What follows belongs to an exercise in optimizing a design on an open flow for small area; a production flow would make more cautious choices.
The RTL was checked by simulation tests, not by an equivalence proof against the original design.
The flow treats the clock pin as an ideal source, which a real chip does not have.
Power figures rest on the tool's default switching activity, not on a simulated workload.

Setup of run A:
// SDRAM_arbit
module SDRAM_arbit(
    input                   sysclk_100M         ,
    input                   rst_n               ,
    output                  CKE                 ,
    output                  cs_n                ,
    output  reg             ras_n               ,
    output  reg             cas_n               ,
    output  reg             we_n                ,
    output          [12:0]  addr                ,
    output          [ 1:0]  ba                  ,
    output          [ 1:0]  dqm                 ,
    output          [15:0]  dq_o                ,
    output                  dq_oe               ,
    input           [15:0]  dq_i                ,
    input                   write_trig          ,
    output                  write_data_vld      ,
    input           [15:0]  w_dq                ,
    input                   read_trig           ,
    output                  read_data_vld       ,
    output          [15:0]  r_dq                ,
    output                  write_end
);
localparam  P_INIT  = 4'b0000,
            P_ARBI  = 4'b0001,       
            P_ARBF  = 4'b0010,       
            P_ARBS  = 4'b0011,       
            P_REF0  = 4'b0100,       
            P_REF   = 4'b0101,
            P_S0    = 4'b1000,       
            P_S1    = 4'b1001,
            P_A0    = 4'b1010,       
            P_A1    = 4'b1011,
            P_X     = 4'b1100,       
            P_P0    = 4'b1110,       
            P_P1    = 4'b1111;
localparam  ROW_LAST = 1440 - 1;
localparam  L_ZERO        = 10'b1110101100;    
localparam  L_INIT_FIRST  = 10'b0000011100;    
localparam  L_INIT_RELOAD = 10'b1110110111;    
localparam  L_REF_RELOAD  = 10'b0011011011;    
localparam  M_ONE         = 10'b0100111111;    
localparam  V_ONE         = 10'b0100010110;
localparam  M_INIT_PRE    = 10'b0101011100;    
localparam  V_INIT_PRE    = 10'b0000010000;
localparam  M_INIT_REF    = 10'b0111101001;    
localparam  V_INIT_REF    = 10'b0011001001;
localparam  M_REF_CMD     = 10'b0000000101;    
localparam  V_REF_CMD     = 10'b0000000001;
  ...
Size in the first run: roughly 460 cells after synthesis, roughly 0.0040 mm2 of cells after synthesis.
export LEC_CHECK = 0
export CAP_MARGIN = 20
export CORE_MARGIN = 2
export CORE_UTILIZATION = 40
export SLEW_MARGIN = 20
create_clock -name core_clock -period 10.0 [get_ports {sysclk_100M}]
standard.sh (not shown) runs the stock make flow with config.mk's settings and CLKGATE_MAP_FILE= SYNTH_SCRIPT=/design/flow/synth_recipe.tcl, a recipe that flattens the netlist after the stock synthesis.
==> flow/flow/run.sh <==
#!/bin/bash
# Layout: the standard ORFS flow (standard.sh, standard synthesis unchanged) with two
# changes: the clock tree is built by flow/clock_tree.tcl (the clock port drives four
# clkbuf_16, one per quadrant of the flip-flops) in place of TritonCTS's H-tree, and the
# port buffers use the smallest buffer cell. Each tool's output stays in orfs/logs;
# standard.sh's own output goes to standard.log.
set -euo pipefail
cd "$(dirname "$0")/.."
export PRE_CTS_TCL="$PWD/flow/clock_tree.tcl"
export CTS_ARGS="-sink_clustering_enable -repair_clock_nets -buf_list sky130_fd_sc_hd__clkbuf_8 -dont_use_dummy_load"
export BUFFER_PORTS_ARGS="-buffer_cell sky130_fd_sc_hd__buf_1"
export SKIP_REPAIR_TIE_FANOUT=1
bash standard.sh > standard.log 2>&1
==> flow/flow/clock_tree.tcl <==
# Clock tree built by hand: the clock port drives four clock buffers directly, each
# placed at the centre of one group of flip-flops (the flip-flops split at the median
# x, then each half at the median y) and driving that group's clock pins. TritonCTS
# then skips these nets; detailed placement legalizes the buffers.
set db [ord::get_db]
set block [ord::get_db_block]
set clk_net [$block findNet sysclk_100M]
set master [$db findMaster sky130_fd_sc_hd__clkbuf_8]
set items {}
foreach it [$clk_net getITerms] {
  if {![$it isInputSignal]} { continue }
  set loc [[$it getInst] getLocation]
  lappend items [list [lindex $loc 0] [lindex $loc 1] $it]
}
proc split_half {lst idx} {
  set s [lsort -integer -index $idx $lst]
  set h [expr {[llength $s] / 2}]
  return [list [lrange $s 0 [expr {$h - 1}]] [lrange $s $h end]]
}
set groups {}
foreach half [split_half $items 0] {
  foreach q [split_half $half 1] { lappend groups $q }
}
set skip [list sysclk_100M]
set i 0
foreach g $groups {
  set sx 0; set sy 0
  foreach it $g { set sx [expr {$sx + [lindex $it 0]}]; set sy [expr {$sy + [lindex $it 1]}] }
  set n [llength $g]
  set buf [odb::dbInst_create $block $master "clkq_buf_$i"]
  set net [odb::dbNet_create $block "clkq_net_$i"]
  $net setSigType CLOCK
  [$buf findITerm A] connect $clk_net
  [$buf findITerm X] connect $net
  foreach it $g {
    set iterm [lindex $it 2]
    $iterm disconnect
    $iterm connect $net
  }
  $buf setLocation [expr {$sx / $n}] [expr {$sy / $n}]
  $buf setPlacementStatus PLACED
  lappend skip "clkq_net_$i"
  incr i
}
global_connect
puts "hand-built clock tree: $i buffers of sky130_fd_sc_hd__clkbuf_8, nets $skip"
set_cts_config -skip_nets $skip
set_propagated_clock [all_clocks]
Run A: all stages complete, timing, DRC and antenna checks passed
Input changes introduced in run B (baseline for comparison: run A):
diff --git a/flow/flow/run.sh b/flow/flow/run.sh
--- a/flow/flow/run.sh
+++ b/flow/flow/run.sh
@@ -11,3 +11,2 @@
 export BUFFER_PORTS_ARGS="-buffer_cell sky130_fd_sc_hd__buf_1"
-export SKIP_REPAIR_TIE_FANOUT=1
 bash standard.sh > standard.log 2>&1
diff --git a/flow/flow/clock_tree.tcl b/flow/flow/clock_tree.tcl
--- a/flow/flow/clock_tree.tcl
+++ b/flow/flow/clock_tree.tcl
@@ -7,3 +7,3 @@
 set clk_net [$block findNet sysclk_100M]
-set master [$db findMaster sky130_fd_sc_hd__clkbuf_8]
+set master [$db findMaster sky130_fd_sc_hd__clkbuf_16]
 set items {}
@@ -45,3 +45,3 @@
 global_connect
-puts "hand-built clock tree: $i buffers of sky130_fd_sc_hd__clkbuf_8, nets $skip"
+puts "hand-built clock tree: $i buffers of sky130_fd_sc_hd__clkbuf_16, nets $skip"
 set_cts_config -skip_nets $skip
--- outcome ---
Run B: no failed stages, no open violations at the end. Comparing run B and run A, the lower worst setup slack is on run A. Run B vs. run A: multi-input combinational cell area went up by about 0.9%; final cell count went up by 5; vias after detailed routing went down by 3.2%; final period utilization was more or less identical; register share of the cell area went down by 0.63 points. Cell-internal power in run B vs run A: up 12%. Relative to run A, run B improves worst-case register-to-register setup slack. Of run B and run A, the run reporting the lower wire length after detailed routing was run B. Diff run B..run A | clock skew | negligible.
The inputs of run C differ from those of run B as listed below.
==> flow/flow/run.sh <==
#!/bin/bash
# Layout: the standard ORFS flow (standard.sh, standard synthesis unchanged) with three
# changes: the clock tree is built by flow/clock_tree.tcl (the clock port drives four
# clkbuf_8, one per quadrant of the flip-flops) in place of TritonCTS's H-tree; the port
# buffers use the smallest buffer cell; and the constant outputs keep the synthesis's two
# tie cells instead of one tie cell each. Each tool's output stays in orfs/logs;
# standard.sh's own output goes to standard.log.
set -euo pipefail
cd "$(dirname "$0")/.."
export PRE_CTS_TCL="$PWD/flow/clock_tree.tcl"
export CTS_ARGS="-sink_clustering_enable -repair_clock_nets -buf_list sky130_fd_sc_hd__clkbuf_8 -dont_use_dummy_load"
export BUFFER_PORTS_ARGS="-buffer_cell sky130_fd_sc_hd__buf_1"
export SKIP_REPAIR_TIE_FANOUT=1
bash standard.sh > standard.log 2>&1
diff --git a/flow/flow/clock_tree.tcl b/flow/flow/clock_tree.tcl
--- a/flow/flow/clock_tree.tcl
+++ b/flow/flow/clock_tree.tcl
@@ -1,2 +1,2 @@
-# Clock tree built by hand: the clock port drives four clock buffers directly, each
+# Clock tree built by hand: the clock port drives four clkbuf_8 directly, each
 # placed at the centre of one group of flip-flops (the flip-flops split at the median
@@ -7,3 +7,3 @@
 set clk_net [$block findNet sysclk_100M]
-set master [$db findMaster sky130_fd_sc_hd__clkbuf_16]
+set master [$db findMaster sky130_fd_sc_hd__clkbuf_8]
 set items {}
@@ -45,3 +45,3 @@
 global_connect
-puts "hand-built clock tree: $i buffers of sky130_fd_sc_hd__clkbuf_16, nets $skip"
+puts "hand-built clock tree: $i buffers of sky130_fd_sc_hd__clkbuf_8, nets $skip"
 set_cts_config -skip_nets $skip
Run C closes out successfully: all stages finished, all timing, DRC and antenna checks passed. Against run B, run C reports a share of the core filled with cells in the final layout that is lower. Status: maximum frequency from static timing analysis parity (run C, run B). Total design power for run C: about 9% down relative to run B. Lower switching part of the total power goes to run B over run C. Global-route usage: run B and run C compared, higher one is run C.
diff inputs: run C => run D
==> flow/flow/run.sh <==
#!/bin/bash
# Layout: the standard ORFS flow (standard.sh, standard synthesis unchanged) with two
# changes: the clock tree is built by flow/clock_tree.tcl (the clock port drives four
# clkbuf_16, one per quadrant of the flip-flops) in place of TritonCTS's H-tree, and the
# port buffers use the smallest buffer cell. Each tool's output stays in orfs/logs;
# standard.sh's own output goes to standard.log.
set -euo pipefail
cd "$(dirname "$0")/.."
export PRE_CTS_TCL="$PWD/flow/clock_tree.tcl"
export CTS_ARGS="-sink_clustering_enable -repair_clock_nets -buf_list sky130_fd_sc_hd__clkbuf_8 -dont_use_dummy_load"
export BUFFER_PORTS_ARGS="-buffer_cell sky130_fd_sc_hd__buf_1"
export SKIP_REPAIR_TIE_FANOUT=1
bash standard.sh > standard.log 2>&1
diff --git a/flow/flow/clock_tree.tcl b/flow/flow/clock_tree.tcl
--- a/flow/flow/clock_tree.tcl
+++ b/flow/flow/clock_tree.tcl
@@ -1,2 +1,2 @@
-# Clock tree built by hand: the clock port drives four clkbuf_8 directly, each
+# Clock tree built by hand: the clock port drives four clock buffers directly, each
 # placed at the centre of one group of flip-flops (the flip-flops split at the median
@@ -7,3 +7,3 @@
 set clk_net [$block findNet sysclk_100M]
-set master [$db findMaster sky130_fd_sc_hd__clkbuf_8]
+set master [$db findMaster sky130_fd_sc_hd__clkbuf_16]
 set items {}
@@ -45,3 +45,3 @@
 global_connect
-puts "hand-built clock tree: $i buffers of sky130_fd_sc_hd__clkbuf_8, nets $skip"
+puts "hand-built clock tree: $i buffers of sky130_fd_sc_hd__clkbuf_16, nets $skip"
 set_cts_config -skip_nets $skip
Notes after the runs:
For global-route total usage across every layer, run C and run D come out practically identical.
| highest clock frequency the design can meet | run C vs run D | ≈ equal |
For routing usage on met2, run C and run D come out practically identical.
Cmp run C and run D / wire length / lower: run C
Delta (run D minus run C): portion of the clock cycle consumed by the worst path in the final layout essentially unchanged; count of routing violations after the opening detailed-route iteration increased 14%.

## static timing again, ports no longer ideal
In the flow no input, the clock included, has a driving cell. The finished layouts below were timed again as built, in two steps.
Step 1 sets driving cells, clkbuf_16 on the clock port and buf_2 on the other inputs (assumed; they add their load-dependent delay and slew).
Step 2 also shifts input and output timing later by t, the mid clock arrival at the registers, as if the neighbouring blocks saw the same clock.
a / b / c = ideal / step 1 / step 2; a / b = the first two.
run	t, ns	setup WS [ns]	worst setup path after step 2	latest minus earliest clock arrival (ns)	cell pins on the clock port's net
run A	0.222	5.199 / 5.130 / 5.352	register to output	0.012 / 0.012	4
run B	0.217	5.211 / 5.130 / 5.347	register to output	0.011 / 0.011	4
run C	0.222	5.199 / 5.130 / 5.352	register to output	0.012 / 0.012	4
run D	0.220	5.207 / 5.123 / 5.342	register to output	0.007 / 0.007	4
After both steps setup and hold are still met in every run listed.
